Background: an optimization exercise with open tools, aiming at small area and few clock cycles. Do not read the settings as production practice. Where RTL was checked, it was by simulation tests only, not by an equivalence proof against the original. Power figures rest on the tool's default switching activity, not on a simulated workload.

== run A ==
==> module F, before the edit <==
module F(
    input empty,
    input [15:0] iu,
    input [15:0] iv,
    input [15:0] offset,
    input [PRECISION-1:0] indatar,
    input [PRECISION-1:0] indatai,
    output read,
    output valid,
    output [15:0] gind,
    output [15:0] cind,
    output [PRECISION-1:0] outdatar,
    output [PRECISION-1:0] outdatai,
    input clk,
    input rst
    );
	parameter PRECISION = 32;
	parameter GSIZE = 32;
	parameter SUPPORT = 7;
	parameter SSIZE = 2*SUPPORT+1;
	reg [3:0] k;	 
	wire last = (k == SSIZE - 1);
	always @(posedge clk)
		if (rst)
			k <= 0;
		else if (!empty)
			k <= last ? 4'd0 : k + 4'd1;
	wire [3:0] n0 = offset[3:0], n1 = offset[7:4], n2 = offset[11:8], n3 = offset[15:12];
	wire [5:0] s = n0 + n1 + n2 + n3;	 
	wire [2:0] c = (s >= 15) + (s >= 30) + (s >= 45) + (s >= 60);
	wire [12:0] base = {n3, 8'd0} + {n3, 4'd0} + {n2, 4'd0} + n3 + n2 + n1 + k;
	assign cind = {3'd0, base + c};
	assign valid = !empty;
	assign read = !empty && last;
	assign gind = GSIZE * (iv + k) + iu - SUPPORT;
	assign outdatar = indatar;
	assign outdatai = indatai;
endmodule
clock: 8.0 ns
lec_check: 0
cap_margin: 20
core_margin: 2
core_utilization: 40
slew_margin: 20
run.sh (not shown) runs the stock make flow with config.mk's settings and CLKGATE_MAP_FILE= SYNTH_SCRIPT=/design/flow/synth_recipe.tcl, a recipe that flattens the netlist after the stock synthesis.
Finished, but not clean: run A, with negative setup slack.
#### Input delta (run B over run A)
--- a/flow/design.v
+++ b/flow/design.v
@@ -53,16 +53,18 @@
 	always @(posedge clk)
 		if (rst)
 			k <= 0;
 		else if (!empty)
 			k <= last ? 4'd0 : k + 4'd1;
 	wire [3:0] n0 = offset[3:0], n1 = offset[7:4], n2 = offset[11:8], n3 = offset[15:12];
-	wire [5:0] s = n0 + n1 + n2 + n3;	 
+	wire [4:0] a = n2 + n3;
+	wire [5:0] b = n1 + a;
+	wire [5:0] s = n0 + b;		 
 	wire [2:0] c = (s >= 15) + (s >= 30) + (s >= 45) + (s >= 60);
-	wire [12:0] base = {n3, 8'd0} + {n3, 4'd0} + {n2, 4'd0} + n3 + n2 + n1 + k;
-	assign cind = {3'd0, base + c};
+	wire [5:0] lo = b + c + k;	 
 	assign valid = !empty;
 	assign read = !empty && last;
 	assign gind = GSIZE * (iv + k) + iu - SUPPORT;
+	assign cind = {n3, 8'd0} + {a, 4'd0} + lo;
 	assign outdatar = indatar;
 	assign outdatai = indatai;
 endmodule
==> results.txt <==
- Nothing crashed in run B and all stages finished; the problem is that the final layout failed, the offending checks being negative setup slack.
- Synthesized area, run B and run A, lower one = run B.
- For final cell count, run B and run A come out practically identical.
- Between run B and run A, it is run B whose last weighted congestion value of the routability-driven placer is higher, by 12%.
- When run B is measured against run A, its number of DRC markers in iteration 0 turns out 26 higher.
- Run B ended up with cind[10] as its end point of the critical path; run A ended up with cind[6].
- Between run B and run A, it is run B whose area taken by multi-input logic gates is lower, by 3.7%.
- Delay of the slowest cell on the worst path is lower on run A
- Critical path depth up 25% in run B wrt run A
- Comparing routed length on met3 for run B and run A, the bigger number came from run B.
- Compared run B against run A; clock skew within noise.
- Run B reports a higher power than run A does.
- Between run B and run A, it is run B whose relative area of non-clock buffer cells in the final design is higher, by 4.4 points.
No functional check of the RTL was part of any run of this note.

========
Setup of the reference run:
The RTL this note starts from:
==> flow/design.v <==
module BUFFER(input [DATA_WIDTH-1:0] data_in,
					input clk,
					input ce,
					input rst,
					output [DATA_WIDTH-1:0] data_out
);
parameter DATA_DEPTH = 4;
parameter DATA_WIDTH = 32;
reg [DATA_DEPTH-1:0] shift_reg [DATA_WIDTH-1:0];
genvar i;
generate
	for (i=0; i < DATA_WIDTH; i=i+1) begin: buffer
		always @(posedge clk) begin
			if (rst==1'b1) begin
				shift_reg[i] <= 0;
			end else begin
				if (ce) begin
					if (DATA_DEPTH<2) begin
						shift_reg[i] <= data_in[i];
					end else begin
						shift_reg[i] <= {shift_reg[i][DATA_DEPTH-2:0], data_in[i]};
					end
				end
			end
		end
		assign data_out[i] = shift_reg[i][DATA_DEPTH-1:DATA_DEPTH-1];
	end
endgenerate
endmodule
`timescale 1ns / 1ps
module F(
    input empty,
    input [15:0] iu,
    input [15:0] iv,
    input [15:0] offset,
    input [PRECISION-1:0] indatar,
    input [PRECISION-1:0] indatai,
    output read,
    output valid,
    output [15:0] gind,
    output [15:0] cind,
    output [PRECISION-1:0] outdatar,
    output [PRECISION-1:0] outdatai,
    input clk,
    input rst
    );
	parameter PRECISION = 32;
	parameter GSIZE = 32;
	parameter SUPPORT = 7;
	parameter SSIZE = 2*SUPPORT+1;
	reg [3:0] k;	 
	wire last = (k == SSIZE - 1);
	always @(posedge clk)
		if (rst)
			k <= 0;
		else if (!empty)
			k <= last ? 4'd0 : k + 4'd1;
	function [16:0] radd(input [15:0] a, input [15:0] b, input ci);
		integer i;
		reg c;
		begin
			c = ci;
			for (i = 0; i < 16; i = i + 1) begin
				radd[i] = a[i] ^ b[i] ^ c;
				c = (a[i] & b[i]) | (c & (a[i] ^ b[i]));
			end
			radd[16] = c;
		end
	endfunction
	function [31:0] csa(input [15:0] a, input [15:0] b, input [15:0] c);
		csa = {(a & b) | (a & c) | (b & c), a ^ b ^ c};
	endfunction
	function [16:0] padd(input [15:0] a, input [15:0] b, input ci);
		reg [15:0] g, p, gg, pp;
		integer i, j, l;
		begin
			g = a & b;
			p = a ^ b;
			gg = g;
			pp = p;
			gg[0] = g[0] | (p[0] & ci);
			for (l = 0; l < 4; l = l + 1)
				for (i = 0; i < 16; i = i + 1)
					if ((i >> l) & 1) begin
						j = ((i >> (l + 1)) << (l + 1)) + (1 << l) - 1;
						gg[i] = gg[i] | (pp[i] & gg[j]);
						pp[i] = pp[i] & pp[j];
					end
			padd = {gg[15], p ^ {gg[14:0], ci}};
		end
	endfunction
	wire [3:0] n0 = offset[3:0], n1 = offset[7:4], n2 = offset[11:8], n3 = offset[15:12];
	wire [31:0] t = csa(n1, n2, n3);			 
	wire [31:0] sc = csa(t[3:0], {t[19:16], 1'b0}, n0);
	wire [16:0] s = padd(sc[4:0], {sc[20:16], 1'b0}, 1'b0);	 
	reg [2:0] c;
	always @(*)
		case (s[5:0])
			0, 1, 2, 3, 4, 5, 6, 7, 8, 9, 10, 11, 12, 13, 14: c = 3'd0;
			15, 16, 17, 18, 19, 20, 21, 22, 23, 24, 25, 26, 27, 28, 29: c = 3'd1;
			30, 31, 32, 33, 34, 35, 36, 37, 38, 39, 40, 41, 42, 43, 44: c = 3'd2;
			45, 46, 47, 48, 49, 50, 51, 52, 53, 54, 55, 56, 57, 58, 59: c = 3'd3;
			default: c = 3'd4;
		endcase
	wire [31:0] dc = csa(t[3:0], {t[19:16], 1'b0}, k);
	wire [16:0] d = padd(dc[4:0], {dc[20:16], 1'b0}, 1'b0);	 
	wire [16:0] u = radd({n3, n3}, n2, 1'b0);		 
	wire [16:0] bh = padd(u[8:0], d[5:4], 1'b0);
	wire [16:0] q = padd({bh[8:0], d[3:0]}, c, 1'b0);
	assign cind = {3'd0, q[12:0]};
	assign valid = !empty;
	assign read = !empty && last;
	wire [16:0] gl = radd(iu[4:0], 5'd25, 1'b0);
	wire [31:0] g1 = csa(iv[10:0], iu[15:5], 11'h7ff);
	wire [31:0] g2 = csa(g1[10:0], {g1[25:16], 1'b0}, k);
	wire [16:0] gh = radd(g2[10:0], {g2[25:16], 1'b0}, gl[5]);
	assign gind = {gh[10:0], gl[4:0]};
	assign outdatar = indatar;
	assign outdatai = indatai;
endmodule
clock: 8.0 ns
lec_check: 0
cap_margin: 20
core_margin: 2
core_utilization: 55
cts_buf_list: sky130_fd_sc_hd__clkbuf_2
cts_cluster_diameter: 200
cts_cluster_size: 20
slew_margin: 20
standard.sh (not shown) runs the stock make flow with config.mk's settings and CLKGATE_MAP_FILE= SYNTH_SCRIPT=/design/flow/synth_recipe.tcl, a recipe that flattens the netlist after the stock synthesis.
==> flow/flow/run.sh <==
#!/bin/bash
# Standard layout with two changes to synthesis: adders stay plain gates
# (no full/half-adder cells) and ABC maps with flow/abc.script.
# Each tool's output goes to a log file in the work folder.
set -e
W=$(pwd)
{ head -n 1 synth_recipe.tcl; cat flow/abc_proc.tcl; tail -n +2 synth_recipe.tcl; } > own_synth.tcl
export MY_ABC_SCRIPT=$W/flow/abc.script MY_ABC_D=4500
bash standard.sh ADDER_MAP_FILE= SYNTH_SCRIPT=$W/own_synth.tcl BUFFER_PORTS_ARGS="-buffer_cell sky130_fd_sc_hd__buf_1" finish > standard.log 2>&1
==> flow/flow/abc.script <==
strash; dch; amap; topo; stime -c
==> flow/flow/abc_proc.tcl <==
# Own ABC script for technology mapping: synth.tcl calls abc with its
# -script and -D; this replaces the script with $MY_ABC_SCRIPT, in which
# {D} stands for the delay target $MY_ABC_D (ps).
proc abc {args} {
  set f [open $::env(MY_ABC_SCRIPT) r]
  set s [string map [list "{D}" $::env(MY_ABC_D)] [read $f]]
  close $f
  set script $::env(OBJECTS_DIR)/own_abc.script
  set f [open $script w]
  puts $f $s
  close $f
  set out {}
  for {set i 0} {$i < [llength $args]} {incr i} {
    set a [lindex $args $i]
    if {$a eq "-script"} { incr i; lappend out -script $script; continue }
    if {$a eq "-D"} { incr i; continue }
    lappend out $a
  }
  yosys abc {*}$out
}
The reference run did not stop at any stage, and its layout met the timing, DRC and antenna checks.
Testbench counts of the reference run, summed over its fixed seeds: cycles 21,630.
#### Input delta (the trial run over the reference run)
-- flow/design.v --
<<< the reference run, line 104
		endcase
	wire [31:0] dc = csa(t[3:0], {t[19:16], 1'b0}, k);
	wire [16:0] d = padd(dc[4:0], {dc[20:16], 1'b0}, 1'b0);	 
	wire [16:0] u = radd({n3, n3}, n2, 1'b0);		 
	wire [16:0] bh = padd(u[8:0], d[5:4], 1'b0);
>>> the trial run, line 104
		endcase
	wire [31:0] dc = csa(t[3:0], {t[19:16], 1'b0}, k);
	wire [16:0] d = radd(dc[4:0], {dc[20:16], 1'b0}, 1'b0);	 
	wire [16:0] u = radd({n3, n3}, n2, 1'b0);		 
	wire [16:0] bh = padd(u[8:0], d[5:4], 1'b0);
Results
The trial run finished every stage and its layout cleared the timing, DRC and antenna checks. Combinational cell power came out higher on the trial run than on the reference run. Share of the cycle needed by the critical path after routing ended up 0.91 points higher on the trial run than on the reference run. Of the two candidates, the reference run has the worse cell area after technology mapping and the trial run the better one. The trial run ends up with higher number of global-route vias before repair than the reference run does. Against the reference run, the trial run comes in 0.19 points lower on sequential share of layout area. [the trial run] cell area rose 5.0% relative to the reference run. Compared with the reference run, the trial run shows clock share of power lower by 1.0 points. Across both runs, setup slack was lower for the trial run than for the reference run. On worst hold slack, the reference run beats the trial run. Compared the trial run vs the reference run, and number of vias per cell after detailed routing is up in the trial run. | sum of routed wire length over all layers | the trial run vs the reference run | better |.
For the trial run, only the layout was checked, not whether the RTL still works.

========
Starts from the design.v that is shown in full above.
clock: 8.0 ns
lec_check: 0
cap_margin: 0
core_margin: 2
core_utilization: 55
cts_buf_list: sky130_fd_sc_hd__clkbuf_2
cts_cluster_diameter: 200
cts_cluster_size: 20
slew_margin: 0
Scripts as last shown in full above: flow/flow/run.sh, flow/flow/abc.script, flow/flow/abc_proc.tcl
Testbench counts at the start, summed over its fixed seeds: cycles 21,630.
Rerun with:
--- a/flow/design.v
+++ b/flow/design.v
@@ -89,11 +89,11 @@
 			padd = {gg[15], p ^ {gg[14:0], ci}};
 		end
 	endfunction
 	wire [3:0] n0 = offset[3:0], n1 = offset[7:4], n2 = offset[11:8], n3 = offset[15:12];
-	wire [31:0] t = csa(n1, n2, n3);			 
-	wire [31:0] sc = csa(t[3:0], {t[19:16], 1'b0}, n0);
-	wire [16:0] s = padd(sc[4:0], {sc[20:16], 1'b0}, 1'b0);	 
+	wire [16:0] a = padd(n2, n3, 1'b0);			 
+	wire [16:0] p = padd(n0, n1, 1'b0);			 
+	wire [16:0] s = padd(p[4:0], a[4:0], 1'b0);		 
 	reg [2:0] c;
 	always @(*)
 		case (s[5:0])
 			0, 1, 2, 3, 4, 5, 6, 7, 8, 9, 10, 11, 12, 13, 14: c = 3'd0;
@@ -101,12 +101,12 @@
 			30, 31, 32, 33, 34, 35, 36, 37, 38, 39, 40, 41, 42, 43, 44: c = 3'd2;
 			45, 46, 47, 48, 49, 50, 51, 52, 53, 54, 55, 56, 57, 58, 59: c = 3'd3;
 			default: c = 3'd4;
 		endcase
-	wire [31:0] dc = csa(t[3:0], {t[19:16], 1'b0}, k);
+	wire [31:0] dc = csa(n1, a[4:0], k);
 	wire [16:0] d = padd(dc[4:0], {dc[20:16], 1'b0}, 1'b0);	 
-	wire [16:0] u = radd({n3, n3}, n2, 1'b0);		 
-	wire [16:0] bh = padd(u[8:0], d[5:4], 1'b0);
+	wire [16:0] u = radd(n3, a[4], 1'b0);			 
+	wire [16:0] bh = padd({u[4:0], a[3:0]}, d[5:4], 1'b0);
 	wire [16:0] q = padd({bh[8:0], d[3:0]}, c, 1'b0);
 	assign cind = {3'd0, q[12:0]};
 	assign valid = !empty;
 	assign read = !empty && last;
After rerunning: The changed run went through all stages and came out clean; clock skew is about the same; clock-buffer cell count is unchanged; non-clock buffer count went up by 4; setup slack degrades by 11 ps; register-to-register slack stays flat; global-route usage went up by 2.5 points; hold slack degrades by 7.8 ps; design area went up by 0.95%.
Function not checked in the second run of this note: the RTL went through the layout flow alone.

========
F, a different RTL version from the one above (not shown whole).
Size in the first run: roughly 560 cells after synthesis, ~4 flip-flops, ~210 I/O pins, roughly 4600 µm² of cells after synthesis.
==> module F, before the edit <==
module F(
    input empty,
    input [15:0] iu,
    input [15:0] iv,
    input [15:0] offset,
    input [PRECISION-1:0] indatar,
    input [PRECISION-1:0] indatai,
    output read,
    output valid,
    output [15:0] gind,
    output [15:0] cind,
    output [PRECISION-1:0] outdatar,
    output [PRECISION-1:0] outdatai,
    input clk,
    input rst
    );
	parameter PRECISION = 32;
	parameter GSIZE = 32;
	parameter SUPPORT = 7;
	parameter SSIZE = 2*SUPPORT+1;
	reg [3:0] k;	 
	wire last = (k == SSIZE - 1);
	always @(posedge clk)
		if (rst)
			k <= 0;
		else if (!empty)
			k <= last ? 4'd0 : k + 4'd1;
	wire [34:0] prod = offset * 35'h8889;
	assign valid = !empty;
	assign read = !empty && last;
	assign gind = GSIZE * (iv + k) + iu - SUPPORT;
	assign cind = prod[34:19] + k;
	assign outdatar = indatar;
	assign outdatai = indatai;
endmodule
==> flow/config.mk <==
export PLATFORM = sky130hd
export DESIGN_NAME = F
export DESIGN_NICKNAME = F
export VERILOG_FILES = /design/flow/design.v
export SDC_FILE = /design/flow/constraint.sdc
export NUM_CORES = 4
export LEC_CHECK = 0
export CAP_MARGIN = 20
export CORE_MARGIN = 2
export CORE_UTILIZATION = 40
export SLEW_MARGIN = 20
==> flow/constraint.sdc <==
create_clock -name core_clock -period 8.0 [get_ports {clk}]
set_input_delay 1.6000 -clock core_clock [delete_from_list [all_inputs] [get_ports {clk}]]
set_output_delay 1.6000 -clock core_clock [all_outputs]
set_load 0.01 [all_outputs]
run.sh (not shown) runs the stock make flow with config.mk's settings and CLKGATE_MAP_FILE= SYNTH_SCRIPT=/design/flow/synth_recipe.tcl, a recipe that flattens the netlist after the stock synthesis.
Stock flow here: none of the scripts above is used.
The first run reached the layout checks and failed them: negative setup slack.
Testbench counts at the start, summed over its fixed seeds: cycles 21,630.
Then changed:
--- a/flow/design.v
+++ b/flow/design.v
@@ -55,11 +55,14 @@
 			k <= 0;
 		else if (!empty)
 			k <= last ? 4'd0 : k + 4'd1;
-	wire [34:0] prod = offset * 35'h8889;
+	wire [3:0] n0 = offset[3:0], n1 = offset[7:4], n2 = offset[11:8], n3 = offset[15:12];
+	wire [5:0] s = n0 + n1 + n2 + n3;	 
+	wire [2:0] c = (s >= 15) + (s >= 30) + (s >= 45) + (s >= 60);
+	wire [12:0] q = {n3, 8'd0} + {n3, 4'd0} + {n2, 4'd0} + n3 + n2 + n1 + k + c;
+	assign cind = {3'd0, q};
 	assign valid = !empty;
 	assign read = !empty && last;
 	assign gind = GSIZE * (iv + k) + iu - SUPPORT;
-	assign cind = prod[34:19] + k;
 	assign outdatar = indatar;
 	assign outdatai = indatai;
 endmodule
After rerunning:
- The new run finished with negative setup slack left
- setup slack got worse by 0.57 ns
- clock skew is about the same
- power came out lower by a quarter to a third
- maximum frequency drops by a few percent
- core utilization decreases by 2.5 points
- via count fell by well over a third
- cell area goes down by well over a third
- final cell count shrinks by a quarter to a third
- first-iteration DRC count shrinks by well over a third
- synthesized cell count decreases by a quarter to a third
Testbench counts after the change, summed over its fixed seeds: cycles 21,630.

[re-timing with driven ports]
Ports are ideal in the flow. The routed layouts listed here were re-timed in OpenROAD. Step 1 sets driving cells, clkbuf_16 on the clock port and buf_2 on the other inputs (assumed; they add their load-dependent delay and slew). Step 2 times the ports against the registers' clock, not the clock port: input delays grow and output delays shrink by t, the midpoint of the rising clock arrivals with the driver on. Three values: no drivers, after step 1, after step 2; two values: the first two.
| run | t, ns | slack for setup (ns) | worst slew at a driven data input, ns | cell pins on the clock port's net |
|---|---|---|---|---|
| run A | 0.236 | -0.563 / -0.621 / -0.621 | 0.07 | 1 |
| run B | 0.240 | -1.306 / -1.345 / -1.345 | 0.12 | 1 |
| the reference run | 0.247 | 0.640 / 0.612 / 0.612 | 0.09 | 1 |
| the trial run | 0.235 | 0.568 / 0.545 / 0.545 | 0.08 | 1 |
| the first run of note 3 | 0.247 | 0.640 / 0.612 / 0.612 | 0.09 | 1 |
| the second run of note 3 | 0.242 | 0.629 / 0.605 / 0.605 | 0.11 | 1 |
| the first run of note 4 | 0.256 | -0.115 / -0.154 / -0.154 | 0.09 | 1 |
| the second run of note 4 | 0.233 | -0.685 / -0.737 / -0.737 | 0.07 | 1 |
The setup slack of run A, which loses most, moves by -0.058 ns with the drivers and by -0.058 ns with both steps.
